From an optimization exercise on the open Yosys and OpenROAD flow, aimed at small area; shortcuts taken in it are not production practice.
For this run, only the layout was checked, not whether the RTL still works.
Power is estimated from default activity; no workload was simulated.

===== design/flow/config.mk =====
export PLATFORM = sky130hd
export DESIGN_NAME = fir
export DESIGN_NICKNAME = fir
export VERILOG_FILES = /design/flow/design.v
export SDC_FILE = /design/flow/constraint.sdc
export NUM_CORES = 4
export LEC_CHECK = 0
export CAP_MARGIN = 20
export CORE_MARGIN = 2
export CORE_UTILIZATION = 40
export SLEW_MARGIN = 20

===== design/flow/run.sh =====
#!/bin/bash
# synth_recipe.tcl (not shown) runs the flow's synth.tcl, then flattens the netlist and writes it again
# the make line also repeats each setting of config.mk as NAME=value (left out here)
make -C /OpenROAD-flow-scripts/flow DESIGN_CONFIG=/design/flow/config.mk WORK_HOME=/design/flow/orfs CLKGATE_MAP_FILE= SYNTH_SCRIPT=/design/flow/synth_recipe.tcl finish

===== design/flow/design.v =====
module dff(clk, reset, d, q);
input clk;
input reset;
input  [15:0] d;
output [15:0] q; 
reg    [15:0] q_r;
always @(posedge clk)
begin
    if(reset)
        q_r <= 0;
    else
        q_r <= d;
end
assign q = q_r; 
endmodule
module fir(clk, din, reset, dout);
input clk;
input signed [7:0] din;
input reset;
output signed [15:0] dout;
reg [7:0] x0;
reg [7:0] x1;
reg [7:0] x2;
reg [7:0] x3;
reg [7:0] x4;
reg [7:0] x5;
reg [7:0] x6;
reg [7:0] x7;
reg [7:0] x8;
reg [7:0] x9;
reg [7:0] x10;
reg [7:0] x11;
reg [7:0] x12;
always @(posedge clk) begin
  x0 <= reset ? 8'hff : ~din;
  x1 <= reset ? 8'h00 : ~x0;
  x2 <= reset ? 8'hff : ~x1;
  x3 <= reset ? 8'h00 : ~x2;
  x4 <= reset ? 8'hff : ~x3;
  x5 <= reset ? 8'h00 : ~x4;
  x6 <= reset ? 8'hff : ~x5;
  x7 <= reset ? 8'h00 : ~x6;
  x8 <= reset ? 8'hff : ~x7;
  x9 <= reset ? 8'h00 : ~x8;
  x10 <= reset ? 8'hff : ~x9;
  x11 <= reset ? 8'h00 : ~x10;
  x12 <= reset ? 8'hff : ~x11;
end
wire s1;
wire c2;
wire n3;
wire s4;
wire c5;
wire s6;
wire c7;
wire s8;
wire c9;
wire s10;
wire c11;
wire s12;
wire c13;
wire s14;
wire c15;
wire n16;
wire s17;
wire c18;
wire s19;
wire c20;
wire n21;
wire s22;
wire c23;
wire s24;
wire c25;
wire s26;
wire c27;
wire s28;
wire c29;
wire s30;
wire c31;
wire s32;
wire c33;
wire n34;
wire s35;
wire c36;
wire s37;
wire c38;
wire n39;
wire s40;
wire c41;
wire s42;
wire c43;
wire s44;
wire c45;
wire s46;
wire c47;
wire s48;
wire c49;
wire s50;
wire c51;
wire n52;
wire s53;
wire c54;
wire s55;
wire c56;
wire n57;
wire s58;
wire c59;
wire s60;
wire c61;
wire s62;
wire c63;
wire n64;
wire s65;
wire c66;
wire s67;
wire c68;
wire n69;
wire s70;
wire c71;
wire n72;
wire s73;
wire c74;
wire s75;
wire c76;
wire n77;
wire s78;
wire c79;
wire s80;
wire c81;
wire n82;
wire s83;
wire c84;
wire s85;
wire c86;
wire n87;
wire s88;
wire c89;
wire n90;
wire s91;
wire c92;
wire n93;
wire s94;
wire c95;
wire n96;
wire s97;
wire c98;
wire s99;
wire c100;
wire s101;
wire c102;
wire s103;
wire c104;
wire s105;
wire c106;
wire n107;
wire s108;
wire c109;
wire s110;
wire c111;
wire s112;
wire c113;
wire n114;
wire s115;
wire c116;
wire n117;
wire s118;
wire c119;
wire n120;
wire s121;
wire c122;
wire n123;
wire s124;
wire c125;
wire s126;
wire c127;
wire s128;
wire c129;
wire n130;
wire s131;
wire c132;
wire s133;
wire c134;
wire s135;
wire c136;
wire n137;
wire s138;
wire c139;
wire s140;
wire c141;
wire n142;
wire s143;
wire c144;
wire s145;
wire c146;
wire n147;
wire s148;
wire c149;
wire n150;
wire s151;
wire c152;
wire n153;
wire s154;
wire c155;
wire s156;
wire c157;
wire s158;
wire c159;
wire n160;
wire s161;
wire c162;
wire s163;
wire c164;
wire s165;
wire c166;
wire s167;
wire c168;
wire n169;
wire s170;
wire c171;
wire n172;
wire s173;
wire c174;
wire n175;
wire s176;
wire c177;
wire s178;
wire c179;
wire n180;
wire s181;
wire c182;
wire n183;
wire s184;
wire c185;
wire s186;
wire c187;
wire n188;
wire s189;
wire c190;
wire n191;
wire s192;
wire c193;
wire s194;
wire c195;
wire n196;
wire s197;
wire c198;
wire n199;
wire s200;
wire c201;
wire s202;
wire c203;
wire s204;
wire c205;
wire n206;
wire s207;
wire c208;
wire s209;
wire c210;
wire n211;
wire s212;
wire c213;
wire s214;
wire c215;
wire s216;
wire c217;
wire n218;
wire s219;
wire c220;
wire n221;
wire s222;
wire c223;
wire n224;
wire s225;
wire c226;
wire n227;
wire s228;
wire c229;
wire s230;
wire c231;
wire s232;
wire c233;
wire s234;
wire c235;
wire n236;
wire s237;
wire c238;
wire s239;
wire c240;
wire s241;
wire c242;
wire n243;
wire s244;
wire c245;
wire s246;
wire c247;
wire n248;
wire s249;
wire c250;
wire n251;
wire s252;
wire c253;
wire n254;
wire s255;
wire c256;
wire n257;
wire s258;
wire c259;
wire n260;
wire s261;
wire c262;
wire n263;
wire s264;
wire c265;
wire n266;
wire s267;
wire c268;
wire n269;
wire s270;
wire c271;
wire s272;
wire c273;
wire n274;
wire s275;
wire c276;
wire s277;
wire c278;
wire n279;
wire s280;
wire c281;
wire s282;
wire c283;
wire s284;
wire c285;
wire n286;
wire s287;
wire c288;
wire n289;
wire s290;
wire c291;
wire n292;
wire s293;
wire c294;
wire n295;
wire s296;
wire c297;
wire s298;
wire c299;
wire n300;
wire s301;
wire c302;
wire n303;
wire s304;
wire c305;
wire n306;
wire s307;
wire c308;
wire s309;
wire c310;
wire n311;
wire s312;
wire c313;
wire s314;
wire c315;
wire s316;
wire c317;
wire s318;
wire c319;
wire s320;
wire c321;
wire n322;
wire s323;
wire c324;
wire s325;
wire c326;
wire s327;
wire c328;
wire s329;
wire c330;
wire n331;
wire s332;
wire c333;
wire s334;
wire c335;
wire s336;
wire c337;
wire n338;
wire s339;
wire c340;
wire s341;
wire c342;
wire s343;
wire c344;
wire s345;
wire c346;
wire s347;
wire c348;
wire s349;
wire c350;
wire n351;
wire s352;
wire c353;
wire n354;
wire s355;
wire c356;
wire n357;
wire s358;
wire c359;
wire s360;
wire c361;
wire s362;
wire c363;
wire n364;
wire s365;
wire c366;
wire s367;
wire c368;
wire n369;
wire s370;
wire c371;
wire s372;
wire c373;
wire n374;
wire s375;
wire c376;
wire n377;
wire s378;
wire c379;
wire n380;
wire s381;
wire c382;
wire s383;
wire c384;
wire s385;
wire c386;
wire n387;
wire s388;
wire c389;
wire s390;
wire c391;
wire n392;
wire s393;
wire c394;
assign s1 = x3[0] ^ x9[0];
assign c2 = ~(x3[0] & x9[0]);
assign n3 = ~c2;
assign s4 = x3[1] ^ x9[1] ^ n3;
assign c5 = (x3[1] & x9[1]) | (x3[1] & n3) | (x9[1] & n3);
assign s6 = x3[2] ^ x9[2] ^ c5;
assign c7 = (x3[2] & x9[2]) | (x3[2] & c5) | (x9[2] & c5);
assign s8 = x3[3] ^ x9[3] ^ c7;
assign c9 = (x3[3] & x9[3]) | (x3[3] & c7) | (x9[3] & c7);
assign s10 = x3[4] ^ x9[4] ^ c9;
assign c11 = (x3[4] & x9[4]) | (x3[4] & c9) | (x9[4] & c9);
assign s12 = x3[5] ^ x9[5] ^ c11;
assign c13 = (x3[5] & x9[5]) | (x3[5] & c11) | (x9[5] & c11);
assign s14 = x3[6] ^ x9[6] ^ c13;
assign c15 = (x3[6] & x9[6]) | (x3[6] & c13) | (x9[6] & c13);
assign n16 = ~c15;
assign s17 = x3[7] ^ x9[7] ^ n16;
assign c18 = (x3[7] & x9[7]) | (x3[7] & n16) | (x9[7] & n16);
assign s19 = x4[0] ^ x8[0];
assign c20 = ~(x4[0] | x8[0]);
assign n21 = ~c20;
assign s22 = x4[1] ^ x8[1] ^ n21;
assign c23 = (x4[1] & x8[1]) | (x4[1] & n21) | (x8[1] & n21);
assign s24 = x4[2] ^ x8[2] ^ c23;
assign c25 = (x4[2] & x8[2]) | (x4[2] & c23) | (x8[2] & c23);
assign s26 = x4[3] ^ x8[3] ^ c25;
assign c27 = (x4[3] & x8[3]) | (x4[3] & c25) | (x8[3] & c25);
assign s28 = x4[4] ^ x8[4] ^ c27;
assign c29 = (x4[4] & x8[4]) | (x4[4] & c27) | (x8[4] & c27);
assign s30 = x4[5] ^ x8[5] ^ c29;
assign c31 = (x4[5] & x8[5]) | (x4[5] & c29) | (x8[5] & c29);
assign s32 = x4[6] ^ x8[6] ^ c31;
assign c33 = (x4[6] & x8[6]) | (x4[6] & c31) | (x8[6] & c31);
assign n34 = ~c33;
assign s35 = x4[7] ^ x8[7] ^ n34;
assign c36 = (x4[7] & x8[7]) | (x4[7] & n34) | (x8[7] & n34);
assign s37 = x5[0] ^ x7[0];
assign c38 = ~(x5[0] & x7[0]);
assign n39 = ~c38;
assign s40 = x5[1] ^ x7[1] ^ n39;
assign c41 = (x5[1] & x7[1]) | (x5[1] & n39) | (x7[1] & n39);
assign s42 = x5[2] ^ x7[2] ^ c41;
assign c43 = (x5[2] & x7[2]) | (x5[2] & c41) | (x7[2] & c41);
assign s44 = x5[3] ^ x7[3] ^ c43;
assign c45 = (x5[3] & x7[3]) | (x5[3] & c43) | (x7[3] & c43);
assign s46 = x5[4] ^ x7[4] ^ c45;
assign c47 = (x5[4] & x7[4]) | (x5[4] & c45) | (x7[4] & c45);
assign s48 = x5[5] ^ x7[5] ^ c47;
assign c49 = (x5[5] & x7[5]) | (x5[5] & c47) | (x7[5] & c47);
assign s50 = x5[6] ^ x7[6] ^ c49;
assign c51 = (x5[6] & x7[6]) | (x5[6] & c49) | (x7[6] & c49);
assign n52 = ~c51;
assign s53 = x5[7] ^ x7[7] ^ n52;
assign c54 = (x5[7] & x7[7]) | (x5[7] & n52) | (x7[7] & n52);
assign s55 = x0[0] ^ x12[0];
assign c56 = ~(x0[0] | x12[0]);
assign n57 = ~s19;
assign s58 = x6[0] ^ s1 ^ n57;
assign c59 = (x6[0] & s1) | (x6[0] & n57) | (s1 & n57);
assign s60 = s55 ^ s58;
assign c61 = ~(s55 | s58);
assign s62 = x0[1] ^ x12[1];
assign c63 = ~(x0[1] | x12[1]);
assign n64 = ~x2[0];
assign s65 = x1[0] ^ x11[0] ^ n64;
assign c66 = (x1[0] & x11[0]) | (x1[0] & n64) | (x11[0] & n64);
assign s67 = x10[0] ^ x6[0] ^ x6[1];
assign c68 = (x10[0] & x6[0]) | (x10[0] & x6[1]) | (x6[0] & x6[1]);
assign n69 = ~s37;
assign s70 = c56 ^ s62 ^ n69;
assign c71 = (c56 & s62) | (c56 & n69) | (s62 & n69);
assign n72 = ~s65;
assign s73 = s67 ^ n72 ^ c59;
assign c74 = (s67 & n72) | (s67 & c59) | (n72 & c59);
assign s75 = s4 ^ s22 ^ s70;
assign c76 = (s4 & s22) | (s4 & s70) | (s22 & s70);
assign n77 = ~c61;
assign s78 = s73 ^ n77 ^ s75;
assign c79 = (s73 & n77) | (s73 & s75) | (n77 & s75);
assign s80 = x0[2] ^ x12[2];
assign c81 = ~(x0[2] | x12[2]);
assign n82 = ~x2[1];
assign s83 = x1[1] ^ x11[1] ^ n82;
assign c84 = (x1[1] & x11[1]) | (x1[1] & n82) | (x11[1] & n82);
assign s85 = x10[1] ^ x6[1] ^ x6[2];
assign c86 = (x10[1] & x6[1]) | (x10[1] & x6[2]) | (x6[1] & x6[2]);
assign n87 = ~s37;
assign s88 = c63 ^ s19 ^ n87;
assign c89 = (c63 & s19) | (c63 & n87) | (s19 & n87);
assign n90 = ~c66;
assign s91 = s80 ^ c68 ^ n90;
assign c92 = (s80 & c68) | (s80 & n90) | (c68 & n90);
assign n93 = ~s83;
assign s94 = s85 ^ n93 ^ c71;
assign c95 = (s85 & n93) | (s85 & c71) | (n93 & c71);
assign n96 = ~s40;
assign s97 = s88 ^ n96 ^ s91;
assign c98 = (s88 & n96) | (s88 & s91) | (n96 & s91);
assign s99 = c74 ^ s6 ^ s24;
assign c100 = (c74 & s6) | (c74 & s24) | (s6 & s24);
assign s101 = s94 ^ c76 ^ s97;
assign c102 = (s94 & c76) | (s94 & s97) | (c76 & s97);
assign s103 = c79 ^ s99 ^ s101;
assign c104 = (c79 & s99) | (c79 & s101) | (s99 & s101);
assign s105 = x0[3] ^ x12[3];
assign c106 = ~(x0[3] | x12[3]);
assign n107 = ~x2[2];
assign s108 = x1[2] ^ x11[2] ^ n107;
assign c109 = (x1[2] & x11[2]) | (x1[2] & n107) | (x11[2] & n107);
assign s110 = x10[2] ^ x6[2] ^ x6[3];
assign c111 = (x10[2] & x6[2]) | (x10[2] & x6[3]) | (x6[2] & x6[3]);
assign s112 = c81 ^ s1 ^ s105;
assign c113 = (c81 & s1) | (c81 & s105) | (s1 & s105);
assign n114 = ~c86;
assign s115 = c84 ^ s108 ^ n114;
assign c116 = (c84 & s108) | (c84 & n114) | (s108 & n114);
assign n117 = ~s22;
assign s118 = s110 ^ c89 ^ n117;
assign c119 = (s110 & c89) | (s110 & n117) | (c89 & n117);
assign n120 = ~s40;
assign s121 = s112 ^ n120 ^ c92;
assign c122 = (s112 & n120) | (s112 & c92) | (n120 & c92);
assign n123 = ~c95;
assign s124 = s115 ^ s42 ^ n123;
assign c125 = (s115 & s42) | (s115 & n123) | (s42 & n123);
assign s126 = s118 ^ c98 ^ s121;
assign c127 = (s118 & c98) | (s118 & s121) | (c98 & s121);
assign s128 = s8 ^ s26 ^ c100;
assign c129 = (s8 & s26) | (s8 & c100) | (s26 & c100);
assign n130 = ~s124;
assign s131 = n130 ^ c102 ^ s126;
assign c132 = (n130 & c102) | (n130 & s126) | (c102 & s126);
assign s133 = s128 ^ c104 ^ s131;
assign c134 = (s128 & c104) | (s128 & s131) | (c104 & s131);
assign s135 = x0[4] ^ x12[4] ^ x1[3];
assign c136 = (x0[4] & x12[4]) | (x0[4] & x1[3]) | (x12[4] & x1[3]);
assign n137 = ~x11[3];
assign s138 = x2[3] ^ x10[3] ^ n137;
assign c139 = (x2[3] & x10[3]) | (x2[3] & n137) | (x10[3] & n137);
assign s140 = x6[3] ^ x6[4] ^ c106;
assign c141 = (x6[3] & x6[4]) | (x6[3] & c106) | (x6[4] & c106);
assign n142 = ~c111;
assign s143 = c109 ^ s135 ^ n142;
assign c144 = (c109 & s135) | (c109 & n142) | (s135 & n142);
assign s145 = s138 ^ s140 ^ c113;
assign c146 = (s138 & s140) | (s138 & c113) | (s140 & c113);
assign n147 = ~s4;
assign s148 = n147 ^ c116 ^ s143;
assign c149 = (n147 & c116) | (n147 & s143) | (c116 & s143);
assign n150 = ~s145;
assign s151 = s24 ^ s42 ^ n150;
assign c152 = (s24 & s42) | (s24 & n150) | (s42 & n150);
assign n153 = ~s148;
assign s154 = c119 ^ c122 ^ n153;
assign c155 = (c119 & c122) | (c119 & n153) | (c122 & n153);
assign s156 = s44 ^ c125 ^ s151;
assign c157 = (s44 & c125) | (s44 & s151) | (c125 & s151);
assign s158 = c127 ^ s10 ^ s28;
assign c159 = (c127 & s10) | (c127 & s28) | (s10 & s28);
assign n160 = ~s156;
assign s161 = s154 ^ c129 ^ n160;
assign c162 = (s154 & c129) | (s154 & n160) | (c129 & n160);
assign s163 = c132 ^ s158 ^ c134;
assign c164 = (c132 & s158) | (c132 & c134) | (s158 & c134);
assign s165 = s161 ^ s163;
assign c166 = ~(s161 | s163);
assign s167 = x0[5] ^ x12[5] ^ x1[4];
assign c168 = (x0[5] & x12[5]) | (x0[5] & x1[4]) | (x12[5] & x1[4]);
assign n169 = ~x11[4];
assign s170 = x2[4] ^ x10[4] ^ n169;
assign c171 = (x2[4] & x10[4]) | (x2[4] & n169) | (x10[4] & n169);
assign n172 = ~s37;
assign s173 = x6[4] ^ x6[5] ^ n172;
assign c174 = (x6[4] & x6[5]) | (x6[4] & n172) | (x6[5] & n172);
assign n175 = ~c139;
assign s176 = c136 ^ s167 ^ n175;
assign c177 = (c136 & s167) | (c136 & n175) | (s167 & n175);
assign s178 = s170 ^ c141 ^ s173;
assign c179 = (s170 & c141) | (s170 & s173) | (c141 & s173);
assign n180 = ~c146;
assign s181 = c144 ^ s176 ^ n180;
assign c182 = (c144 & s176) | (c144 & n180) | (s176 & n180);
assign n183 = ~c149;
assign s184 = s6 ^ s178 ^ n183;
assign c185 = (s6 & s178) | (s6 & n183) | (s178 & n183);
assign s186 = s26 ^ s44 ^ c152;
assign c187 = (s26 & s44) | (s26 & c152) | (s44 & c152);
assign n188 = ~c155;
assign s189 = s181 ^ s46 ^ n188;
assign c190 = (s181 & s46) | (s181 & n188) | (s46 & n188);
assign n191 = ~s184;
assign s192 = n191 ^ s186 ^ c157;
assign c193 = (n191 & s186) | (n191 & c157) | (s186 & c157);
assign s194 = s12 ^ s30 ^ c159;
assign c195 = (s12 & s30) | (s12 & c159) | (s30 & c159);
assign n196 = ~c162;
assign s197 = s189 ^ s192 ^ n196;
assign c198 = (s189 & s192) | (s189 & n196) | (s192 & n196);
assign n199 = ~s197;
assign s200 = s194 ^ c164 ^ n199;
assign c201 = (s194 & c164) | (s194 & n199) | (c164 & n199);
assign s202 = c166 ^ s200;
assign c203 = c166 & ~s200;
assign s204 = x0[6] ^ x12[6] ^ x1[5];
assign c205 = (x0[6] & x12[6]) | (x0[6] & x1[5]) | (x12[6] & x1[5]);
assign n206 = ~x11[5];
assign s207 = x2[5] ^ x10[5] ^ n206;
assign c208 = (x2[5] & x10[5]) | (x2[5] & n206) | (x10[5] & n206);
assign s209 = x6[0] ^ x6[5] ^ x6[6];
assign c210 = (x6[0] & x6[5]) | (x6[0] & x6[6]) | (x6[5] & x6[6]);
assign n211 = ~c171;
assign s212 = c168 ^ s204 ^ n211;
assign c213 = (c168 & s204) | (c168 & n211) | (s204 & n211);
assign s214 = s207 ^ s209 ^ c174;
assign c215 = (s207 & s209) | (s207 & c174) | (s209 & c174);
assign s216 = s40 ^ c177 ^ s212;
assign c217 = (s40 & c177) | (s40 & s212) | (c177 & s212);
assign n218 = ~s216;
assign s219 = c179 ^ s214 ^ n218;
assign c220 = (c179 & s214) | (c179 & n218) | (s214 & n218);
assign n221 = ~c182;
assign s222 = s8 ^ n221 ^ c185;
assign c223 = (s8 & n221) | (s8 & c185) | (n221 & c185);
assign n224 = ~s219;
assign s225 = s28 ^ s46 ^ n224;
assign c226 = (s28 & s46) | (s28 & n224) | (s46 & n224);
assign n227 = ~s222;
assign s228 = c187 ^ s48 ^ n227;
assign c229 = (c187 & s48) | (c187 & n227) | (s48 & n227);
assign s230 = c190 ^ s225 ^ c193;
assign c231 = (c190 & s225) | (c190 & c193) | (s225 & c193);
assign s232 = s14 ^ s32 ^ c195;
assign c233 = (s14 & s32) | (s14 & c195) | (s32 & c195);
assign s234 = s228 ^ s230 ^ c198;
assign c235 = (s228 & s230) | (s228 & c198) | (s230 & c198);
assign n236 = ~s234;
assign s237 = s232 ^ c201 ^ n236;
assign c238 = (s232 & c201) | (s232 & n236) | (c201 & n236);
assign s239 = c203 ^ s237;
assign c240 = c203 & ~s237;
assign s241 = x0[7] ^ x12[7];
assign c242 = ~(x0[7] & x12[7]);
assign n243 = ~x2[6];
assign s244 = x1[6] ^ x11[6] ^ n243;
assign c245 = (x1[6] & x11[6]) | (x1[6] & n243) | (x11[6] & n243);
assign s246 = x10[6] ^ x6[1] ^ x6[6];
assign c247 = (x10[6] & x6[1]) | (x10[6] & x6[6]) | (x6[1] & x6[6]);
assign n248 = ~s241;
assign s249 = x6[7] ^ n248 ^ c205;
assign c250 = (x6[7] & n248) | (x6[7] & c205) | (n248 & c205);
assign n251 = ~s244;
assign s252 = c208 ^ c210 ^ n251;
assign c253 = (c208 & c210) | (c208 & n251) | (c210 & n251);
assign n254 = ~s246;
assign s255 = n254 ^ s249 ^ c213;
assign c256 = (n254 & s249) | (n254 & c213) | (s249 & c213);
assign n257 = ~s42;
assign s258 = s252 ^ c215 ^ n257;
assign c259 = (s252 & c215) | (s252 & n257) | (c215 & n257);
assign n260 = ~s258;
assign s261 = s255 ^ c217 ^ n260;
assign c262 = (s255 & c217) | (s255 & n260) | (c217 & n260);
assign n263 = ~s261;
assign s264 = s10 ^ c220 ^ n263;
assign c265 = (s10 & c220) | (s10 & n263) | (c220 & n263);
assign n266 = ~c223;
assign s267 = s30 ^ s48 ^ n266;
assign c268 = (s30 & s48) | (s30 & n266) | (s48 & n266);
assign n269 = ~s264;
assign s270 = c226 ^ s50 ^ n269;
assign c271 = (c226 & s50) | (c226 & n269) | (s50 & n269);
assign s272 = c229 ^ s267 ^ c231;
assign c273 = (c229 & s267) | (c229 & c231) | (s267 & c231);
assign n274 = ~c233;
assign s275 = s17 ^ s35 ^ n274;
assign c276 = (s17 & s35) | (s17 & n274) | (s35 & n274);
assign s277 = s270 ^ s272 ^ c235;
assign c278 = (s270 & s272) | (s270 & c235) | (s272 & c235);
assign n279 = ~c238;
assign s280 = s275 ^ s277 ^ n279;
assign c281 = (s275 & s277) | (s275 & n279) | (s277 & n279);
assign s282 = c240 ^ s280;
assign c283 = ~(c240 & s280);
assign s284 = x1[7] ^ x11[7];
assign c285 = ~(x1[7] & x11[7]);
assign n286 = ~x6[2];
assign s287 = x2[7] ^ x10[7] ^ n286;
assign c288 = (x2[7] & x10[7]) | (x2[7] & n286) | (x10[7] & n286);
assign n289 = ~s284;
assign s290 = x6[7] ^ c242 ^ n289;
assign c291 = (x6[7] & c242) | (x6[7] & n289) | (c242 & n289);
assign n292 = ~c247;
assign s293 = c245 ^ s287 ^ n292;
assign c294 = (c245 & s287) | (c245 & n292) | (s287 & n292);
assign n295 = ~c253;
assign s296 = s290 ^ c250 ^ n295;
assign c297 = (s290 & c250) | (s290 & n295) | (c250 & n295);
assign s298 = s293 ^ c256 ^ s296;
assign c299 = (s293 & c256) | (s293 & s296) | (c256 & s296);
assign n300 = ~c259;
assign s301 = s44 ^ n300 ^ s298;
assign c302 = (s44 & n300) | (s44 & s298) | (n300 & s298);
assign n303 = ~s12;
assign s304 = c262 ^ s301 ^ n303;
assign c305 = (c262 & s301) | (c262 & n303) | (s301 & n303);
assign n306 = ~c265;
assign s307 = s32 ^ s50 ^ n306;
assign c308 = (s32 & s50) | (s32 & n306) | (s50 & n306);
assign s309 = c268 ^ s304 ^ c18;
assign c310 = (c268 & s304) | (c268 & c18) | (s304 & c18);
assign n311 = ~s53;
assign s312 = c36 ^ c271 ^ n311;
assign c313 = (c36 & c271) | (c36 & n311) | (c271 & n311);
assign s314 = s307 ^ c273 ^ s309;
assign c315 = (s307 & c273) | (s307 & s309) | (c273 & s309);
assign s316 = c276 ^ s312 ^ c278;
assign c317 = (c276 & s312) | (c276 & c278) | (s312 & c278);
assign s318 = s314 ^ s316 ^ c281;
assign c319 = (s314 & s316) | (s314 & c281) | (s316 & c281);
assign s320 = s318 ^ c283;
assign c321 = s318 & ~c283;
assign n322 = ~x6[3];
assign s323 = n322 ^ c285 ^ c288;
assign c324 = (n322 & c285) | (n322 & c288) | (c285 & c288);
assign s325 = c291 ^ s323 ^ c294;
assign c326 = (c291 & s323) | (c291 & c294) | (s323 & c294);
assign s327 = s325 ^ c297 ^ c299;
assign c328 = (s325 & c297) | (s325 & c299) | (c297 & c299);
assign s329 = s46 ^ c302 ^ s327;
assign c330 = (s46 & c302) | (s46 & s327) | (c302 & s327);
assign n331 = ~s14;
assign s332 = n331 ^ c305 ^ s329;
assign c333 = (n331 & c305) | (n331 & s329) | (c305 & s329);
assign s334 = c54 ^ s35 ^ s53;
assign c335 = (c54 & s35) | (c54 & s53) | (s35 & s53);
assign s336 = c308 ^ s332 ^ c310;
assign c337 = (c308 & s332) | (c308 & c310) | (s332 & c310);
assign n338 = ~s334;
assign s339 = c313 ^ n338 ^ c315;
assign c340 = (c313 & n338) | (c313 & c315) | (n338 & c315);
assign s341 = s336 ^ c317 ^ s339;
assign c342 = (s336 & c317) | (s336 & s339) | (c317 & s339);
assign s343 = s341 ^ c319 ^ c321;
assign c344 = (s341 & c319) | (s341 & c321) | (c319 & c321);
assign s345 = c324 ^ x6[4];
assign c346 = c324 | ~x6[4];
assign s347 = s345 ^ c326 ^ c328;
assign c348 = (s345 & c326) | (s345 & c328) | (c326 & c328);
assign s349 = s48 ^ s347 ^ c330;
assign c350 = (s48 & s347) | (s48 & c330) | (s347 & c330);
assign n351 = ~s17;
assign s352 = c36 ^ c54 ^ n351;
assign c353 = (c36 & c54) | (c36 & n351) | (c54 & n351);
assign n354 = ~c335;
assign s355 = s349 ^ c333 ^ n354;
assign c356 = (s349 & c333) | (s349 & n354) | (c333 & n354);
assign n357 = ~s352;
assign s358 = n357 ^ c337 ^ s355;
assign c359 = (n357 & c337) | (n357 & s355) | (c337 & s355);
assign s360 = c340 ^ s358 ^ c342;
assign c361 = (c340 & s358) | (c340 & c342) | (s358 & c342);
assign s362 = s360 ^ c344;
assign c363 = ~(s360 & c344);
assign n364 = ~x6[5];
assign s365 = n364 ^ c346 ^ c348;
assign c366 = (n364 & c346) | (n364 & c348) | (c346 & c348);
assign s367 = s50 ^ s365 ^ c18;
assign c368 = (s50 & s365) | (s50 & c18) | (s365 & c18);
assign n369 = ~c353;
assign s370 = c350 ^ s367 ^ n369;
assign c371 = (c350 & s367) | (c350 & n369) | (s367 & n369);
assign s372 = c356 ^ s370 ^ c359;
assign c373 = (c356 & s370) | (c356 & c359) | (s370 & c359);
assign n374 = ~c363;
assign s375 = s372 ^ c361 ^ n374;
assign c376 = (s372 & c361) | (s372 & n374) | (c361 & n374);
assign n377 = ~c366;
assign s378 = x6[6] ^ n377 ^ s53;
assign c379 = (x6[6] & n377) | (x6[6] & s53) | (n377 & s53);
assign n380 = ~s378;
assign s381 = c368 ^ n380 ^ c371;
assign c382 = (c368 & n380) | (c368 & c371) | (n380 & c371);
assign s383 = s381 ^ c373 ^ c376;
assign c384 = (s381 & c373) | (s381 & c376) | (c373 & c376);
assign s385 = x6[7] ^ c54;
assign c386 = x6[7] | ~c54;
assign n387 = ~c379;
assign s388 = s385 ^ n387 ^ c382;
assign c389 = (s385 & n387) | (s385 & c382) | (n387 & c382);
assign s390 = s388 ^ c384;
assign c391 = ~(s388 & c384);
assign n392 = ~c391;
assign s393 = c386 ^ c389 ^ n392;
assign c394 = (c386 & c389) | (c386 & n392) | (c389 & n392);
assign dout[0] = s60;
assign dout[1] = ~s78;
assign dout[2] = ~s103;
assign dout[3] = ~s133;
assign dout[4] = s165;
assign dout[5] = ~s202;
assign dout[6] = ~s239;
assign dout[7] = s282;
assign dout[8] = ~s320;
assign dout[9] = s343;
assign dout[10] = s362;
assign dout[11] = s375;
assign dout[12] = s383;
assign dout[13] = s390;
assign dout[14] = s393;
assign dout[15] = ~c394;
endmodule

===== design/flow/constraint.sdc =====
create_clock -name core_clock -period 6.5 [get_ports {clk}]
set_input_delay 1.3000 -clock core_clock [delete_from_list [all_inputs] [get_ports {clk}]]
set_output_delay 1.3000 -clock core_clock [all_outputs]
set_load 0.01 [all_outputs]

==> results by group <==
Power
  • Pwr/cell area: around 330 nW/µm²
  • Power Total: 2640 µW
  • Comb pwr share: 54.1%
  • Leakage: approximately 0.0038 µW
  • P_int: between 1500 and 2000 µW
  • Peak VDD IR: roughly 0.00034 V
  • Clk network pwr share: between 20% and 30%
  • P_sw: approximately 940 µW
  • Sequential Power Share: about a quarter
  • Net Sw Frac: between 30 and 40%

Yosys
  • Most common cell in the netlist: inv_1
  • Yosys cell types: 15
  • Post-synth top area share: a little over two fifths
  • Synth Area in XOR/XNOR: less than 1%
  • Main flop type after synthesis: dfxtp_1
  • Ys async rst share: 0%
  • Synth area leader: fa_1
  • Avg Cell Area, Syn: approximately 11 µm²
  • Number of enable flip-flop cells after synthesis: 0
  • Yosys warns: 1
  • Post-Syn Nets: between 700 and 800
  • Register area share after synthesis: a little under a third
  • Synth Instances: between 500 and 600
  • Top post-synthesis cells by area: fa_1, dfxtp_1, inv_1
  • Largest family of logic cells by synthesized area: adder cells
  • Adder-Cell Fraction of Synth Area: between 40% and 50%
  • Mapped Area: between 6000 and 7000 µm²
  • Top post-synthesis cells by count: inv_1, fa_1, dfxtp_1
  • Multiplexer share of the synthesized area: 0%
  • Simple-gate portion of the synthesized area: between 8 and 9%
  • Synthesized flop and latch total: 104
  • Post-synthesis compound-gate area fraction: 0.266%

Outcome
  • Fail Reasons: setup timing
  • Status: finished with violations

Setup path
  • Critical Path Fanout Max: 1
  • Worst setup SP type: flop
  • Crit. End Element: primary output
  • Critical path class: reg2out
  • WP data arrival: 7.85 ns
  • Worst Path Required: between 5 and 6 ns

Clock tree
  • TritonCTS Buffers: 9
  • Max Root-Sink Buffers: 2
  • CTS tree: yes
  • Clk root buf: clkbuf_16
  • Clock Sinks: between 100 and 150
  • Clk Latency, worst-skew pair: 0.35 ns
  • H-tree Lvls: 3
  • Worst-path clk slew: about 0.070 ns

Placement
  • Placed cells: 891
  • Port Buffers: 25
  • Pre-CTS WS: -2.75 ns
  • Dpl hpwl: 9530 µm
  • Routability cong.: 0.827

Floorplan
  • Core ar.: ~16000 µm²
  • Die width: about 130 µm
  • Full die area: around 18000 µm²
  • Starting Density: between 40% and 50%
  • Ports: 26
  • Die H: 132 µm
  • Row count: between 40 and 50

STA
  • Unrepaired setup endpoints after global routing: yes
  • Setup slack after layout: -2.65 ns
  • Final min period: between 9 and 10 ns
  • Worst slew pin tran: between 0.8 and 0.9 ns
  • Setup violators final: 9
  • Final Skew: 0.00818 ns
  • Max transition margin: 40.5%
  • Tcrit/Tclk final: 141%
  • Max-slew violations: 0
  • Fmax: about 0.11 GHz
  • Hold Vio Cnt, Final: 0

Route
  • Initial DRC Count: 167
  • Vias per inst: 3.99
  • WL/cell: about 13 µm
  • DRC Markers: 0
  • Routed WL: ~11000 µm
  • Final ANT Viol Nets: 0
  • Drt pass-1 iters: 4
  • Via count: around 3.6k

Global route
  • Largest net degree at the start of global routing: ~110
  • First-pass GRT wire length: approximately 20000 µm
  • Total grt overflow: 0
  • Vias in the first global route: approximately 4.2k
  • Gr usage total: around 15%
  • Initial antenna violation count: 0

Run
  • Max-Cap Viols: 0

Finish
  • Share of layout cells above drive strength 1: 21.1%
  • ANT cells: 0
  • Layout Cells excl Fill: roughly 900
  • Area Growth Syn to Fin: 20.3%
  • # nets final: approximately 860

Hold path
  • Worst min path class: reg2reg
## worst max-delay path: stages, from the launching register on
cell	delay, ns
dfxtp_2	0.33
fa_1	0.49
fa_1	0.52
inv_2	0.06
fa_1	0.54
inv_2	0.04
fa_1	0.50
fa_1	0.43
fa_1	0.42
fa_1	0.58
fa_1	0.44
fa_2	0.36
fa_1	0.51
ha_2	0.17
inv_2	0.04
fa_2	0.32
inv_2	0.07
ha_4	0.12
inv_2	0.03
fa_2	0.32
fa_2	0.34
inv_2	0.07
ha_4	0.12
inv_1	0.04
fa_1	0.47
inv_1	0.04
clkbuf_2	0.12
## final timing paths
check	cells past startpoint	end	slack [ns]	from
setup / recovery	26	dout[14]	-2.65	x12[6]
hold / removal	1	x4[3]	0.40	x3[3]
setup reg to reg	2	x7[3]	5.72	x6[3]
hold reg to reg	1	x4[3]	0.40	x3[3]
## routing by layer
layer,global-route usage (%),vias to the layer above,part of all wire (%)
met5,0,-,0
met1,20.5,1799,51
li1,-,1785,-
met2,23.5,30,46
met3,2.50,9,1.8
met4,4.12,0,1.2
## cell families after synthesis
logic type / after synthesis
xor+xnor: 3
simple gates: 105
buf+inv: 226
fa+ha+maj: 158
compound gates: 3
flops: 104
## registers in the layout (all words and copies together), names as in the netlist
name	flops
x0	8
x10	8
x11	8
x12	8
x1	8
x2	8
x3	8
x4	8
x5	8
x6	8
x7	8
x8	8
x9	8
## through the flow
stage                     hold WS (ns)  instance area [µm²]  utilization [%]  TNS (ns)
final                            0.398                 7930             49.5    -14.93
after CTS                        0.397                 7880             49.3    -16.96
after detailed placement         0.379                 7530             47.1    -15.78
after global routing             0.412                 7930             49.5    -16.82
after global placement           0.380                 7530             47.1    -15.41
after floorplan                  0.370                 6630                -     -9.93
## power groups by stage
stage | clock network [µW] | logic (µW) | registers [µW]
after floorplan | 0 | 1040 | 664
after global placement | 0 | 1340 | 664
after detailed placement | 0 | 1340 | 665
after CTS | 577 | 1270 | 650
after global routing | 606 | 1630 | 651
final | 562 | 1430 | 650
## what timing repair did
| action | in CTS | in global routing |
|---|---|---|
| endpoints found under the setup margin | 11 | 10 |
| setup buffers | 2 | 0 |
| pin swaps | 9 | 2 |
| hold buffers | 0 | 0 |
| gates resized for setup | 31 | 38 |
## layout by cell type, fill, tap and decap left out
| master | count |
|---|---|
| bufinv_16 | 1 |
| xnor2_1 | 2 |
| ha_2 | 1 |
| a21o_1 | 1 |
| dfxtp_2 | 6 |
| buf_6 | 5 |
| fa_2 | 22 |
| buf_2 | 2 |
| or2_2 | 1 |
| nor2_1 | 48 |
| buf_4 | 73 |
| clkinv_4 | 3 |
| fa_1 | 116 |
| inv_8 | 2 |
| dlygate4sd2_1 | 1 |
| o21ai_0 | 1 |
| clkdlybuf4s15_2 | 1 |
| ha_4 | 4 |
| clkdlybuf4s50_1 | 13 |
| clkbuf_16 | 9 |
| xor2_1 | 1 |
| nand2b_1 | 56 |
| ha_1 | 15 |
| a21oi_1 | 1 |
| dfxtp_1 | 98 |
| inv_1 | 194 |
| inv_6 | 1 |
| inv_2 | 12 |
| clkbuf_2 | 3 |
## final cells by class
| cell class | instances | area (µm²) |
|---|---|---|
| fill | 1471 | 8070 |
| multi-input combinational | 269 | 3700 |
| sequential | 104 | 2090 |
| timing repair buffer | 98 | 779 |
| inverter | 206 | 773 |
| tap | 216 | 270 |
| clock buffer | 9 | 225 |
| clock inverter | 7 | 87.6 |

[re-timing with driven ports]
Ports are ideal in the flow. The routed layout listed here was re-timed in OpenROAD. Step 1 sets driving cells, clkbuf_16 on the clock port and buf_2 on the other inputs (assumed; they add their load-dependent delay and slew). Step 2 moves the port delays by t, midway between the first and last clock arrival at a register: inputs arrive t later, outputs are due t later. That takes back most of the time a late clock gives input paths. Three values: no drivers, after step 1, after step 2; two values: the first two.
t, ns: 0.386
setup WS [ns]: -2.655 / -2.693 / -2.307
hold WS [ns]: 0.398 / 0.398 / 0.398
slew at the worst register clock pin (ns): 0.08 / 0.08
The setup slack of this run moves by -0.038 ns with the drivers and by +0.348 ns with both steps.
